Background: an optimization exercise with open tools, aiming at small area. Do not read the settings as production practice. The RTL was checked by simulation tests, not by an equivalence proof against the original design. Power is estimated from default activity; no workload was simulated.

==> maple <==
==> flow/design.v <==
module hex_to_7seg (
    input  wire [4:0] code,
    output reg  [6:0] seg_out   
);
    reg [3:0] hex;
    always @(*) begin
        if (code[4])
            hex = code[3:0];
        else
            case (code[3:0])
                4'b0000: hex = 4'h1; 4'b0001: hex = 4'h4; 4'b0010: hex = 4'h7; 4'b0011: hex = 4'hE;
                4'b0100: hex = 4'h2; 4'b0101: hex = 4'h5; 4'b0110: hex = 4'h8; 4'b0111: hex = 4'h0;
                4'b1000: hex = 4'h3; 4'b1001: hex = 4'h6; 4'b1010: hex = 4'h9; 4'b1011: hex = 4'hF;
                4'b1100: hex = 4'hA; 4'b1101: hex = 4'hB; 4'b1110: hex = 4'hC; default: hex = 4'hD;
            endcase
        case (hex)
            4'h0: seg_out = 7'b0111111;
            4'h1: seg_out = 7'b0000110;
            4'h2: seg_out = 7'b1011011;
            4'h3: seg_out = 7'b1001111;
            4'h4: seg_out = 7'b1100110;
            4'h5: seg_out = 7'b1101101;
            4'h6: seg_out = 7'b1111101;
            4'h7: seg_out = 7'b0000111;
            4'h8: seg_out = 7'b1111111;
            4'h9: seg_out = 7'b1101111;
            4'hA: seg_out = 7'b1110111;   
            4'hB: seg_out = 7'b1110011;   
            4'hC: seg_out = 7'b1101101;   
            4'hD: seg_out = 7'b1110001;   
            4'hE: seg_out = 7'b0111000;   
            default: seg_out = 7'b1000000;   
        endcase
    end
endmodule
module keypad_scanner (
    input  wire       clk,
    input  wire       reset,
    input  wire [3:0] rows,
    output wire [3:0] cols,
    output wire [3:0] key_pos,     
    output wire       key_apply    
);
    reg [5:0] scan_timer;
    reg [1:0] scan_index;
    wire scan_tick = (scan_timer == 6'd49);
    always @(posedge clk or posedge reset) begin
        if (reset) begin
            scan_timer <= 6'd0;
            scan_index <= 2'd0;
        end else if (scan_tick) begin
            scan_timer <= 6'd0;
            scan_index <= scan_index + 2'd1;
        end else begin
            scan_timer <= scan_timer + 6'd1;
        end
    end
    assign cols = ~(4'b0001 << scan_index);
    reg [3:0] row_sync1, row_sync2;
    always @(posedge clk) begin
        row_sync1 <= rows;
        row_sync2 <= row_sync1;
    end
    reg row_changed;
    always @(posedge clk)
        row_changed <= reset ? (row_sync1 != 4'b1111) : (row_sync1 != row_sync2);
    reg [2:0] debounce_counter;
    reg       deb_valid;
    reg [1:0] deb_row;
    wire       one_low = (row_sync2 == 4'b1110) | (row_sync2 == 4'b1101) |
                         (row_sync2 == 4'b1011) | (row_sync2 == 4'b0111);
    wire [1:0] low_row = {~row_sync2[2] | ~row_sync2[3], ~row_sync2[1] | ~row_sync2[3]};
    always @(posedge clk or posedge reset) begin
        if (reset) begin
            debounce_counter <= 3'd0;
            deb_valid <= 1'b0;
        end else if (row_changed) begin
            debounce_counter <= 3'd0;
        end else if (debounce_counter < 3'd4) begin
            debounce_counter <= debounce_counter + 3'd1;
        end else begin
            deb_valid <= one_low;
        end
    end
    always @(posedge clk)
        if (!row_changed && debounce_counter == 3'd4)
            deb_row <= low_row;
    wire key_found = deb_valid & ~(scan_index == 2'd2 & deb_row == 2'd3);
    reg [2:0] state;
    reg [3:0] detected_key;
    reg [11:0] release_timer;
    wire waiting = (state >= 3'd2);
    always @(posedge clk or posedge reset) begin
        if (reset) begin
            state <= 3'd0;
        end else begin
            case (state)
                3'd0: if (key_found) state <= 3'd1;
                3'd6: if (!key_found && release_timer == 12'd2500) state <= 3'd0;
                default: state <= state + 3'd1;
            endcase
        end
    end
    always @(posedge clk) begin
        if (state == 3'd0)
            detected_key <= {scan_index, deb_row};
        release_timer <= (waiting && !key_found) ? release_timer + 12'd1 : 12'd0;
    end
    assign key_pos = detected_key;
    assign key_apply = (state == 3'd5);
endmodule
module password_fsm (
    input  wire        clk,
    input  wire        reset,
    input  wire [3:0]  key_pos,
    input  wire        key_apply,
    output reg  [1:0]  state,
    output reg  [11:0] digits
);
    localparam S_IDLE     = 2'b00;
    localparam S_ENTERING = 2'b01;
    localparam S_SUCCESS  = 2'b10;
    localparam S_FAIL     = 2'b11;
    localparam [3:0] P_EMPTY = 4'b1011;   
    localparam [3:0] P_1 = 4'b0000, P_2 = 4'b0100, P_3 = 4'b1000, P_4 = 4'b0001;
    localparam [3:0] P_C = 4'b1110, P_E = 4'b0011;
    wire is_digit = (key_pos[3:2] != 2'd3) & ~(key_pos[1:0] == 2'd3 & key_pos[3:2] != 2'd1);
    wire is_clear = (key_pos == P_C);
    wire is_enter = (key_pos == P_E);
    wire full = (digits[11:8] != P_EMPTY);
    wire pass = (digits == {P_1, P_2, P_3}) & (key_pos == P_4);
    reg [16:0] timer;
    wire timer_done = (timer == 17'd99999);
    always @(posedge clk or posedge reset) begin
        if (reset) begin
            state <= S_IDLE;
        end else begin
            case (state)
                S_IDLE:
                    if (key_apply && is_digit) state <= S_ENTERING;
                S_ENTERING:
                    if (key_apply) begin
                        if (is_clear) state <= S_IDLE;
                        else if (is_enter) state <= S_FAIL;
                        else if (is_digit && full) state <= pass ? S_SUCCESS : S_FAIL;
                    end
                default:
                    if (timer_done) state <= S_IDLE;
            endcase
        end
    end
    always @(posedge clk) begin
        timer <= state[1] ? timer + 17'd1 : 17'd0;
        if (key_apply && is_digit) begin
            if (state == S_IDLE)
                digits <= {P_EMPTY, P_EMPTY, key_pos};
            else if (state == S_ENTERING)
                digits <= {digits[7:0], key_pos};
        end
    end
endmodule
module seven_seg_driver (
    input  wire        clk,
    input  wire        reset,
    input  wire [1:0]  state,
    input  wire [11:0] digits,
    output wire [6:0]  seg_out,
    output wire [3:0]  digit_sel
);
    reg [7:0] counter;
    reg       started;
    always @(posedge clk or posedge reset) begin
        if (reset) begin
            counter <= 8'd252;
            started <= 1'b0;
        end else begin
            counter <= counter + 8'd1;
            started <= started | (counter[1] & counter[0]);
        end
    end
    wire [1:0] idx = started ? counter[7:6] : 2'd0;
    reg  [4:0] ch;    
    always @(*) begin
        case (state)
            2'b00: ch = 5'h1F;                        
            2'b01: case (idx)                         
                       2'd0: ch = 5'h1F;
                       2'd1: ch = {1'b0, digits[11:8]};
                       2'd2: ch = {1'b0, digits[7:4]};
                       default: ch = {1'b0, digits[3:0]};
                   endcase
            2'b10: case (idx)                         
                       2'd0: ch = 5'h1B;
                       2'd1: ch = 5'h1A;
                       default: ch = 5'h1C;
                   endcase
            default: case (idx)                       
                       2'd0: ch = 5'h1D;
                       2'd1: ch = 5'h1A;
                       2'd2: ch = 5'h11;
                       default: ch = 5'h1E;
                   endcase
        endcase
    end
    wire [6:0] seg;
    hex_to_7seg decoder_inst (.code(ch), .seg_out(seg));
    assign seg_out = (!started && !counter[1]) ? 7'b0000000 : seg;
    assign digit_sel = (!started && counter[1:0] == 2'd0) ? 4'b1111 : ~(4'b1000 >> idx);
endmodule
module keypad_password_system (
    input  wire       clk,
    input  wire       reset_n,
    input  wire [3:0] keypad_rows,
    output wire [3:0] keypad_cols,
    output wire [6:0] seg_out,
    output wire [3:0] digit_sel
);
    wire reset = ~reset_n;
    wire       key_apply;    
    wire [3:0] key_pos;      
    wire [1:0] fsm_state;
    wire [11:0] fsm_digits;
    keypad_scanner u_keypad (
        .clk(clk),
        .reset(reset),
        .rows(keypad_rows),
        .cols(keypad_cols),
        .key_pos(key_pos),
        .key_apply(key_apply)
    );
    password_fsm u_fsm (
        .clk(clk),
        .reset(reset),
        .key_pos(key_pos),
        .key_apply(key_apply),
        .state(fsm_state),
        .digits(fsm_digits)
    );
    seven_seg_driver u_display (
        .clk(clk),
        .reset(reset),
        .state(fsm_state),
        .digits(fsm_digits),
        .seg_out(seg_out),
        .digit_sel(digit_sel)
    );
endmodule
==> flow/run.sh <==
#!/bin/bash
# synth_recipe.tcl (not shown) runs the flow's synth.tcl, then flattens the netlist and writes it again
# the make line also repeats each setting of config.mk as NAME=value (left out here)
make -C /OpenROAD-flow-scripts/flow DESIGN_CONFIG=/design/flow/config.mk WORK_HOME=/design/flow/orfs CLKGATE_MAP_FILE= SYNTH_SCRIPT=/design/flow/synth_recipe.tcl finish
==> flow/config.mk <==
export PLATFORM = sky130hd
export DESIGN_NAME = keypad_password_system
export DESIGN_NICKNAME = keypad_password_system
export VERILOG_FILES = /design/flow/design.v
export SDC_FILE = /design/flow/constraint.sdc
export NUM_CORES = 4
export LEC_CHECK = 0
export CAP_MARGIN = 20
export CORE_MARGIN = 2
export CORE_UTILIZATION = 40
export SLEW_MARGIN = 20
==> flow/constraint.sdc <==
create_clock -name core_clock -period 10.0 [get_ports {clk}]
set_input_delay 2.0000 -clock core_clock [delete_from_list [all_inputs] [get_ports {clk}]]
set_output_delay 2.0000 -clock core_clock [all_outputs]
set_load 0.01 [all_outputs]
==> amber (differences from maple) <==
--- a/flow/design.v
+++ b/flow/design.v
@@ -43,7 +43,7 @@
 );
     reg [5:0] scan_timer;
     reg [1:0] scan_index;
-    wire scan_tick = (scan_timer == 6'd49);
+    wire scan_tick = (scan_timer == 6'b001001);
     always @(posedge clk or posedge reset) begin
         if (reset) begin
             scan_timer <= 6'd0;
@@ -52,7 +52,7 @@
             scan_timer <= 6'd0;
             scan_index <= scan_index + 2'd1;
         end else begin
-            scan_timer <= scan_timer + 6'd1;
+            scan_timer <= {scan_timer[4:0], ~(scan_timer[5] ^ scan_timer[4])};
         end
     end
     assign cols = ~(4'b0001 << scan_index);
@@ -89,6 +89,7 @@
     reg [2:0] state;
     reg [3:0] detected_key;
     reg [11:0] release_timer;
+    localparam [11:0] RELEASE_END = 12'b010000001101;   
     wire waiting = (state >= 3'd2);
     always @(posedge clk or posedge reset) begin
         if (reset) begin
@@ -96,7 +97,7 @@
         end else begin
             case (state)
                 3'd0: if (key_found) state <= 3'd1;
-                3'd6: if (!key_found && release_timer == 12'd2500) state <= 3'd0;
+                3'd6: if (!key_found && release_timer == RELEASE_END) state <= 3'd0;
                 default: state <= state + 3'd1;
             endcase
         end
@@ -104,7 +105,8 @@
     always @(posedge clk) begin
         if (state == 3'd0)
             detected_key <= {scan_index, deb_row};
-        release_timer <= (waiting && !key_found) ? release_timer + 12'd1 : 12'd0;
+        release_timer <= (waiting && !key_found) ?
+            {release_timer[10:0], ~(release_timer[11] ^ release_timer[5] ^ release_timer[3] ^ release_timer[0])} : 12'd0;
     end
     assign key_pos = detected_key;
     assign key_apply = (state == 3'd5);
@@ -130,7 +132,7 @@
     wire full = (digits[11:8] != P_EMPTY);
     wire pass = (digits == {P_1, P_2, P_3}) & (key_pos == P_4);
     reg [16:0] timer;
-    wire timer_done = (timer == 17'd99999);
+    wire timer_done = (timer == 17'b00101010001101011);   
     always @(posedge clk or posedge reset) begin
         if (reset) begin
             state <= S_IDLE;
@@ -150,7 +152,7 @@
         end
     end
     always @(posedge clk) begin
-        timer <= state[1] ? timer + 17'd1 : 17'd0;
+        timer <= state[1] ? {timer[15:0], ~(timer[16] ^ timer[13])} : 17'd0;
         if (key_apply && is_digit) begin
             if (state == S_IDLE)
                 digits <= {P_EMPTY, P_EMPTY, key_pos};
@@ -167,18 +169,25 @@
     output wire [6:0]  seg_out,
     output wire [3:0]  digit_sel
 );
-    reg [7:0] counter;
+    localparam [5:0] PRE_START = 6'b000110;
+    localparam [5:0] PRE_END   = 6'b110001;
+    reg [5:0] prescaler;
+    reg [1:0] idx;
     reg       started;
-    always @(posedge clk or posedge reset) begin
-        if (reset) begin
-            counter <= 8'd252;
+    wire pre_end = (prescaler == PRE_END);
+    always @(posedge clk or posedge reset) begin
+        if (reset) begin
+            prescaler <= PRE_START;
+            idx <= 2'd0;
             started <= 1'b0;
         end else begin
-            counter <= counter + 8'd1;
-            started <= started | (counter[1] & counter[0]);
-        end
-    end
-    wire [1:0] idx = started ? counter[7:6] : 2'd0;
+            prescaler <= {prescaler[4:0], prescaler[5] ^ prescaler[4] ^ (prescaler[4:0] == 5'd0)};
+            if (pre_end) begin
+                started <= 1'b1;
+                if (started) idx <= idx + 2'd1;
+            end
+        end
+    end
     reg  [4:0] ch;    
     always @(*) begin
         case (state)
@@ -204,8 +213,8 @@
     end
     wire [6:0] seg;
     hex_to_7seg decoder_inst (.code(ch), .seg_out(seg));
-    assign seg_out = (!started && !counter[1]) ? 7'b0000000 : seg;
-    assign digit_sel = (!started && counter[1:0] == 2'd0) ? 4'b1111 : ~(4'b1000 >> idx);
+    assign seg_out = (!started && prescaler[2]) ? 7'b0000000 : seg;
+    assign digit_sel = (!started && prescaler[1]) ? 4'b1111 : ~(4'b1000 >> idx);
 endmodule
 module keypad_password_system (
     input  wire       clk,
==> qor summary <==
| item | maple | amber |
|---|---|---|
| Drt first pass iters | 5 | 4 |
| Flip-flop and latch share of the layout cell area | 41.2% | 43.4% |
| Fill count | 993 | 905 |
| Worst relative slew slack | 50.1% | 45.8% |
| Critical Path Source | u_display.counter[6] | u_display.idx[0] |
| Area of the mapped netlist | 4270 um2 | 3970 um2 |
| Final cell count without fillers | 603 | 534 |
| Post-Synthesis Mean Instance Area | 9.80 um2 | 10.5 um2 |
| Proportion of synthesized chip area in sequential cells | 45.9% | 49.3% |
| Power per standard cell area | 176 nW/um2 | 218 nW/um2 |
| Core area | 10400 um2 | 9680 um2 |
| Total routing resource utilization after global routing | 13.5% | 13.9% |
| Run status | finished clean | finished clean |
| Fmax | 163 MHz | 153 MHz |
| Worst vdd rail ir drop | 0.0000967 V | 0.0000782 V |
| Via-to-Cell Ratio | 4.98 | 5.09 |
| Via count of the first global-routing pass | 2825 | 2608 |

[static timing again, ports no longer ideal]
In the flow no input, the clock included, has a driving cell. The finished layouts below were timed again as built, in two steps. Step 1, drivers: a clkbuf_16 drives clk and a buf_2 each remaining input, both assumed. Step 2 times the ports against the registers' clock, not the clock port: input delays grow and output delays shrink by t, the midpoint of the rising clock arrivals with the driver on. a / b / c = ideal ports / drivers / drivers and shift; a / b = the first two.
| run | t, ns | setup WS [ns] | worst register clock-pin slew, ns |
|---|---|---|---|
| maple | 0.376 | 3.874 / 3.842 / 4.218 | 0.08 / 0.08 |
| amber | 0.372 | 3.448 / 3.420 / 3.792 | 0.09 / 0.09 |
After both steps every run listed still meets setup and hold.
